Source: an optimization exercise on an open RTL-to-GDS flow (aim: small area). Production flows keep margins and buffers that such runs may drop.
The RTL was checked by simulation tests, not by an equivalence proof against the original design.
Power figures rest on the tool's default switching activity, not on a simulated workload.

==> v28: inputs <==
## IDStage
module IDStage(
  input         clock,
  input         reset,
  input  [31:0] io_IF_Instr,
  input  [31:0] io_IF_PC,
  output [3:0]  io_EX_A_ALUOP,
  output [2:0]  io_EX_A_ALUSrc1Ctrl,
  output [2:0]  io_EX_A_ALUSrc2Ctrl,
  output        io_EX_A_WordALUEn,
  output [2:0]  io_EX_A_WordALUOP,
  output        io_EX_B_MEMREn,
  output [2:0]  io_EX_B_MEMRCtrl,
  output        io_EX_B_MEMWEn,
  output [2:0]  io_EX_B_MEMWCtrl,
  output        io_EX_C_RegWEn,
  output [1:0]  io_EX_C_RegWSrc,
  output [4:0]  io_EX_C_Rd,
  output        io_EX_D_Rs1REn,
  output        io_EX_D_Rs2REn,
  output [4:0]  io_EX_D_Rs1,
  output [4:0]  io_EX_D_Rs2,
  output [31:0] io_EX_E_PC,
  output [63:0] io_EX_E_Imm,
  output [63:0] io_EX_E_RData1,
  output [63:0] io_EX_E_RData2,
  input         io_WB_RegWEn,
  input  [63:0] io_WB_WData,
  input  [4:0]  io_WB_Rd,
  output [31:0] io_PC_PC,
  output        io_HAZARD_JumpEn,
  input  [1:0]  io_DATAPATH_Rs1Ctrl,
  input  [1:0]  io_DATAPATH_Rs2Ctrl,
  input  [63:0] io_DATAPATH_MEMData,
  input  [63:0] io_DATAPATH_WBData
);
export LEC_CHECK = 0
export CAP_MARGIN = 20
export CORE_MARGIN = 2
export CORE_UTILIZATION = 40
export CTS_CLUSTER_DIAMETER = 100
export CTS_CLUSTER_SIZE = 24
export PLACE_DENSITY = 0.72
export SETUP_SLACK_MARGIN = 0.5
export SLEW_MARGIN = 20
export SYNTH_HIERARCHICAL = 1
create_clock -name core_clock -period 12.5 [get_ports {clock}]
standard.sh (not shown) runs the stock make flow with config.mk's settings and CLKGATE_MAP_FILE= SYNTH_SCRIPT=/design/flow/synth_recipe.tcl, a recipe that flattens the netlist after the stock synthesis.
==> flow/flow/run.sh <==
#!/bin/bash
# Standard ORFS layout, except that the port buffers are the smallest buffer cell.
set -euo pipefail
bash standard.sh BUFFER_PORTS_ARGS="-buffer_cell sky130_fd_sc_hd__buf_1" finish > standard_flow.log 2>&1
==> v38 (differences from v28) <==
--- a/flow/design.v
+++ b/flow/design.v
@@ -165,44 +165,44 @@
   assign imm[10:5]  = (isI | isST | isBR | isJAL) ? ins[30:25] : 6'h0;
   assign imm[4:1]   = (isI | isJAL) ? ins[24:21] : ((isST | isBR) ? ins[11:8] : 4'h0);
   assign imm[0]     = isI ? ins[20] : (isST ? ins[7] : 1'b0);
   assign io_EX_E_Imm = imm;
   wire [4:0] wrd = io_WB_Rd;
   wire [63:0] wdz = io_WB_WData & {64{~reset}};
   wire [63:0] rq [0:31];
   assign rq[0] = 64'h0;
-  wire [31:1] we;                
   genvar i;
   generate
     for (i = 1; i < 32; i = i + 1) begin : gr
       reg [63:0] q;
-      assign we[i] = io_WB_RegWEn & (wrd == i);
       always @(posedge clock)
-        if (reset | we[i]) q <= wdz;
+        if (reset | (io_WB_RegWEn & (wrd == i))) q <= wdz;
       assign rq[i] = q;
     end
   endgenerate
   wire wnz = io_WB_RegWEn & (wrd != 5'h0);
   wire byp1 = wnz & (wrd == rs1);
   wire byp2 = wnz & (wrd == rs2);
   wire rf1 = io_DATAPATH_Rs1Ctrl[0] == io_DATAPATH_Rs1Ctrl[1];
   wire rf2 = io_DATAPATH_Rs2Ctrl[0] == io_DATAPATH_Rs2Ctrl[1];
   wire s1m = io_DATAPATH_Rs1Ctrl == 2'd1;
   wire s1w = io_DATAPATH_Rs1Ctrl == 2'd2;
   wire s2m = io_DATAPATH_Rs2Ctrl == 2'd1;
   wire s2w = io_DATAPATH_Rs2Ctrl == 2'd2;
   wire s1b = rf1 & byp1;
   wire s2b = rf2 & byp2;
+  wire rr1 = rf1 & ~byp1;
+  wire rr2 = rf2 & ~byp2;
   wire [33:0] sel1, sel2;
   wire [63:0] src [0:33];
   generate
     for (i = 1; i < 32; i = i + 1) begin : gs
-      assign sel1[i-1] = rf1 & ~we[i] & (rs1 == i);
-      assign sel2[i-1] = rf2 & ~we[i] & (rs2 == i);
+      assign sel1[i-1] = rr1 & (rs1 == i);
+      assign sel2[i-1] = rr2 & (rs2 == i);
       assign src[i-1] = rq[i];
     end
   endgenerate
   assign sel1[33:31] = {s1b, s1w, s1m};
   assign sel2[33:31] = {s2b, s2w, s2m};
   assign src[31] = io_DATAPATH_MEMData;
   assign src[32] = io_DATAPATH_WBData;
   assign src[33] = io_WB_WData;
@@ -220,44 +220,50 @@
       assign n1[11] = ~(sel1[33] & src[33][b]);
       assign n2[11] = ~(sel2[33] & src[33][b]);
       assign rd1[b] = ~&n1;
       assign rd2[b] = ~&n2;
     end
   endgenerate
   assign io_EX_E_RData1 = rd1;
   assign io_EX_E_RData2 = rd2;
-  wire eq  = rd1 == rd2;
-  wire ltu = rd1 < rd2;
-  wire lt  = ltu ^ rd1[63] ^ rd2[63];
+  wire [63:0] ce = ~(rd1 ^ rd2);
+  wire [63:0] cl = ~rd1 & rd2;
+  wire [15:0] e1, l1;
+  generate
+    for (i = 0; i < 16; i = i + 1) begin : cmp1
+      if (i < 15) begin : full
+        assign e1[i] = &ce[4*i+3:4*i];
+        assign l1[i] = cl[4*i+3] | (ce[4*i+3] & cl[4*i+2]) | (ce[4*i+3] & ce[4*i+2] & cl[4*i+1]) |
+                       (ce[4*i+3] & ce[4*i+2] & ce[4*i+1] & cl[4*i]);
+      end else begin : top
+        assign e1[i] = &ce[62:60];
+        assign l1[i] = cl[62] | (ce[62] & cl[61]) | (ce[62] & ce[61] & cl[60]);
+      end
+    end
+  endgenerate
+  wire [3:0] e2, l2;
+  generate
+    for (i = 0; i < 4; i = i + 1) begin : cmp2
+      assign e2[i] = &e1[4*i+3:4*i];
+      assign l2[i] = l1[4*i+3] | (e1[4*i+3] & l1[4*i+2]) | (e1[4*i+3] & e1[4*i+2] & l1[4*i+1]) |
+                     (e1[4*i+3] & e1[4*i+2] & e1[4*i+1] & l1[4*i]);
+    end
+  endgenerate
+  wire e3 = &e2;
+  wire l3 = l2[3] | (e2[3] & l2[2]) | (e2[3] & e2[2] & l2[1]) | (e2[3] & e2[2] & e2[1] & l2[0]);
+  wire eq  = ce[63] & e3;
+  wire ltu = cl[63] | (ce[63] & l3);
+  wire lt  = (rd1[63] & ~rd2[63]) | (ce[63] & l3);
   wire f3ok = f3[2] | ~f3[1];
   wire cmp = f3[2] ? (f3[1] ? ltu : lt) : eq;
   wire cond = f3ok & (cmp ^ f3[0]);
   wire taken = isJ | (isBR & cond);
   wire [31:0] base = isJALR ? rd1[31:0] : io_IF_PC;
-  reg [31:0] cg, cp, tgt;
-  integer l, n, d;
-  always @* begin
-    cg = base & imm[31:0];
-    cp = base ^ imm[31:0];
-    for (l = 1; l <= 5; l = l + 1)
-      for (n = 0; n < 32; n = n + 1)
-        if ((n + 1) % (1 << l) == 0) begin
-          d = n - (1 << (l - 1));
-          cg[n] = cg[n] | (cp[n] & cg[d]);
-          cp[n] = cp[n] & cp[d];
-        end
-    for (l = 4; l >= 1; l = l - 1)
-      for (n = 0; n < 32; n = n + 1)
-        if ((n + 1) % (1 << l) == (1 << (l - 1)) && n >= (1 << l)) begin
-          d = n - (1 << (l - 1));
-          cg[n] = cg[n] | (cp[n] & cg[d]);
-        end
-    tgt = (base ^ imm[31:0]) ^ {cg[30:0], 1'b0};
-  end
+  wire [31:0] tgt = base + imm[31:0];
   wire [31:0] pc4 = io_IF_PC + 32'd4;
   assign io_HAZARD_JumpEn = taken;
   assign io_PC_PC = taken ? {tgt[31:1], tgt[0] & ~isJALR} : pc4;
 endmodule
 module IDStage_aoi222(
   input  a1, a2, b1, b2, c1, c2,
   output y
 );
==> flow/config.mk (replaced) <==
export PLATFORM = sky130hd
export DESIGN_NAME = IDStage
export DESIGN_NICKNAME = IDStage
export VERILOG_FILES = /design/flow/design.v
export SDC_FILE = /design/flow/constraint.sdc
export NUM_CORES = 8
export LEC_CHECK = 0
export CAP_MARGIN = 20
export CORE_MARGIN = 2
export CORE_UTILIZATION = 40
export CTS_CLUSTER_DIAMETER = 100
export CTS_CLUSTER_SIZE = 20
export PLACE_DENSITY = 0.65
export SETUP_SLACK_MARGIN = 0.5
export SLEW_MARGIN = 20
export SYNTH_HIERARCHICAL = 1
==> results.txt <==
metric                                                                         v38             v28
Run status                                                          finished clean  finished clean
Met2 Resource Use GR                                                         52.9%           50.4%
Final total power                                                         0.0138 W        0.0134 W
Area share of and/or/nand/nor cells after synthesis                          5.46%           5.43%
Period Utilization, post-route                                               97.6%           97.0%
Clock Network Area Fraction                                                  2.98%           2.63%
Global-route met1 utilization                                                43.7%           40.4%
Global Route met3 Usage                                                      16.1%           12.5%
Fraction of synthesized cell area in xor and xnor cells                     0.703%          0.559%
Post-place instance area                                                 93200 µm²       93500 µm²
Cell area after layout                                                   98300 µm²       96300 µm²
Wire length of the first global-routing pass                                538 mm          514 mm
Worst slack on hold paths                                                  2.15 ns         2.14 ns
Fraction of final layout cells with drive strength greater than 1            13.8%           10.9%
Post-layout minimum cycle time                                            12.20 ns        12.12 ns
Worst min-delay path startpoint                                    io_WB_WData[55]  io_WB_WData[5]
Share of the core filled with cells                                          46.7%           45.9%
Post-cts repair resize count                                                    38               4
Routed wire length                                                          405 mm          379 mm
Antenna violations before repair                                                51              33
Total setup buffers inserted after CTS                                          70               3
Number of global-route vias before repair                                    65100           65300

separate check: timing with driven ports:
The results above use ideal ports. As a check the final layouts listed here were re-extracted and re-timed, cells and wires unchanged. Step 1 sets driving cells, clkbuf_16 on the clock port and buf_2 on the other inputs (assumed; they add their load-dependent delay and slew). Step 2 adds t to the input delays and takes it off the output delays; t is the mean of the earliest and latest rising clock arrival at the registers after step 1. Input paths then give back, and output paths get back, about the clock's delay inside the block. a / b / c = no drivers / after step 1 / after step 2; a / b = the first two.
| run | t, ns | setup WS [ns] | worst setup path at the end | clock arrival spread, ns |
|---|---|---|---|---|
| v28 | 0.861 | 0.380 / 0.338 / 0.338 | input to output | 0.055 / 0.055 |
| v38 | 0.859 | 0.296 / 0.253 / 0.253 | input to output | 0.087 / 0.088 |
After both steps every run listed still meets setup and hold. For v38, which loses most, drivers alone change the setup slack by -0.043 ns; drivers and shift together by -0.043 ns.
